Context: an optimization exercise on an open-source flow, tuned for small area. The choices shown serve that exercise and are no tape-out recipe. Function was checked by simulation only, so behaviour that the tests miss may differ from the original. Power and IR drop assume default switching activity.

## score4
module score4(
input logic clk,
input logic rst,
input logic left,
input logic right,
input logic put,
output logic player,
output logic invalid_move,
output logic win_a,
output logic win_b,
output logic full_panel,
output logic hsync,
output logic vsync,
output logic [3:0] red,
output logic [3:0] green,
output logic [3:0] blue
);
logic [2:0] col;           
logic [1:0] pix;           
logic [1:0] s00, s01, s02, s03, s04, s05, s06;
logic [1:0] s10, s11, s12, s13, s14, s15, s16;
logic [1:0] s20, s21, s22, s23, s24, s25, s26;
logic [1:0] s30, s31, s32, s33, s34, s35, s36;
logic [1:0] s40, s41, s42, s43, s44, s45, s46;
logic [1:0] s50, s51, s52, s53, s54, s55, s56;
wire nz00 = s00[0] | s00[1]; wire a00 = s00[0] & ~s00[1]; wire b00 = s00[1] & ~s00[0];
wire nz01 = s01[0] | s01[1]; wire a01 = s01[0] & ~s01[1]; wire b01 = s01[1] & ~s01[0];
wire nz02 = s02[0] | s02[1]; wire a02 = s02[0] & ~s02[1]; wire b02 = s02[1] & ~s02[0];
wire nz03 = s03[0] | s03[1]; wire a03 = s03[0] & ~s03[1]; wire b03 = s03[1] & ~s03[0];
wire nz04 = s04[0] | s04[1]; wire a04 = s04[0] & ~s04[1]; wire b04 = s04[1] & ~s04[0];
wire nz05 = s05[0] | s05[1]; wire a05 = s05[0] & ~s05[1]; wire b05 = s05[1] & ~s05[0];
wire nz06 = s06[0] | s06[1]; wire a06 = s06[0] & ~s06[1]; wire b06 = s06[1] & ~s06[0];
wire nz10 = s10[0] | s10[1]; wire a10 = s10[0] & ~s10[1]; wire b10 = s10[1] & ~s10[0];
wire nz11 = s11[0] | s11[1]; wire a11 = s11[0] & ~s11[1]; wire b11 = s11[1] & ~s11[0];
wire nz12 = s12[0] | s12[1]; wire a12 = s12[0] & ~s12[1]; wire b12 = s12[1] & ~s12[0];
  ...
clock: 20.0 ns
lec_check: 0
abc_area: 1
abc_clock_period_in_ps: 20000
cap_margin: 20
core_margin: 2
core_utilization: 40
cts_buf_list: sky130_fd_sc_hd__clkbuf_4 sky130_fd_sc_hd__clkbuf_8
slew_margin: 20
run.sh (not shown) runs the stock make flow with config.mk's settings and CLKGATE_MAP_FILE= SYNTH_SCRIPT=/design/flow/synth_recipe.tcl, a recipe that flattens the netlist after the stock synthesis.
Then changed:
==> flow/flow/run.sh (new file) <==
#!/bin/bash
# The standard layout (standard.sh) with three changes, all set through
# ORFS's own variables:
#  - ABC maps the logic with an area-oriented script (flow/abc_area.script),
#  - clock tree synthesis uses small clock buffers and no dummy loads,
#  - the port buffers are the smallest buffer cell.
set -e
rm -rf scripts_mod
cp -r "$FLOW_HOME/scripts" scripts_mod
cp flow/abc_area.script scripts_mod/abc_area.script
export SCRIPTS_DIR="$PWD/scripts_mod"
export CTS_ARGS="-sink_clustering_enable -repair_clock_nets -buf_list {sky130_fd_sc_hd__clkbuf_4 sky130_fd_sc_hd__clkbuf_8} -root_buf sky130_fd_sc_hd__clkbuf_8 -dont_use_dummy_load"
export BUFFER_PORTS_ARGS="-buffer_cell sky130_fd_sc_hd__buf_1"
bash standard.sh > standard.log 2>&1
==> flow/flow/abc_area.script (new file) <==
strash
&get -n
&st
&dc2
&dch -f
&nf -a
&put
topo
==> flow/standard.sh (new file) <==
#!/bin/bash
# synth_recipe.tcl (not shown) runs the flow's synth.tcl, then flattens the netlist and writes it again
# the make line also repeats each setting of config.mk as NAME=value (left out here)
make -C /OpenROAD-flow-scripts/flow DESIGN_CONFIG=/design/flow/config.mk WORK_HOME=/design/flow/orfs CLKGATE_MAP_FILE= SYNTH_SCRIPT=/design/flow/synth_recipe.tcl "${@:-finish}"
--- a/flow/config.mk
+++ b/flow/config.mk
@@ -7,8 +7,6 @@
 export LEC_CHECK = 0
 export ABC_AREA = 1
-export ABC_CLOCK_PERIOD_IN_PS = 20000
 export CAP_MARGIN = 20
 export CORE_MARGIN = 2
 export CORE_UTILIZATION = 40
-export CTS_BUF_LIST = sky130_fd_sc_hd__clkbuf_4 sky130_fd_sc_hd__clkbuf_8
 export SLEW_MARGIN = 20
removed: flow/run.sh
=> The new run finished with timing, DRC and antenna clean; total power falls by 10%; hold slack gets better by 19 ps; routed wire length falls by 9.7%; flip-flop and latch count does not change; fmax came out lower by about 12%; worst setup slack degrades by 1300 ps.

-- re-timing with driven ports --
In the flow no input, the clock included, has a driving cell. The finished layouts below were timed again as built, in two steps.
Step 1, drivers: a clkbuf_16 drives clk and a buf_2 each remaining input, both assumed.
Step 2 adds t to the input delays and takes it off the output delays; t is the mean of the earliest and latest rising clock arrival at the registers after step 1. Input paths then give back, and output paths get back, about the clock's delay inside the block.
Slacks: no drivers / after step 1 / after step 2; pairs: no drivers / after step 1.
| run | shift t [ns] | slack for setup (ns) | worst setup path at the end | clock arrival spread, ns | pins driven straight from the clock port |
|---|---|---|---|---|---|
| the first run | 0.521 | 11.042 / 11.042 / 11.042 | register to register | 0.024 / 0.024 | 1 |
| the second run | 0.492 | 9.770 / 9.770 / 9.770 | register to register | 0.037 / 0.038 | 1 |
After both steps every run listed still meets setup and hold.
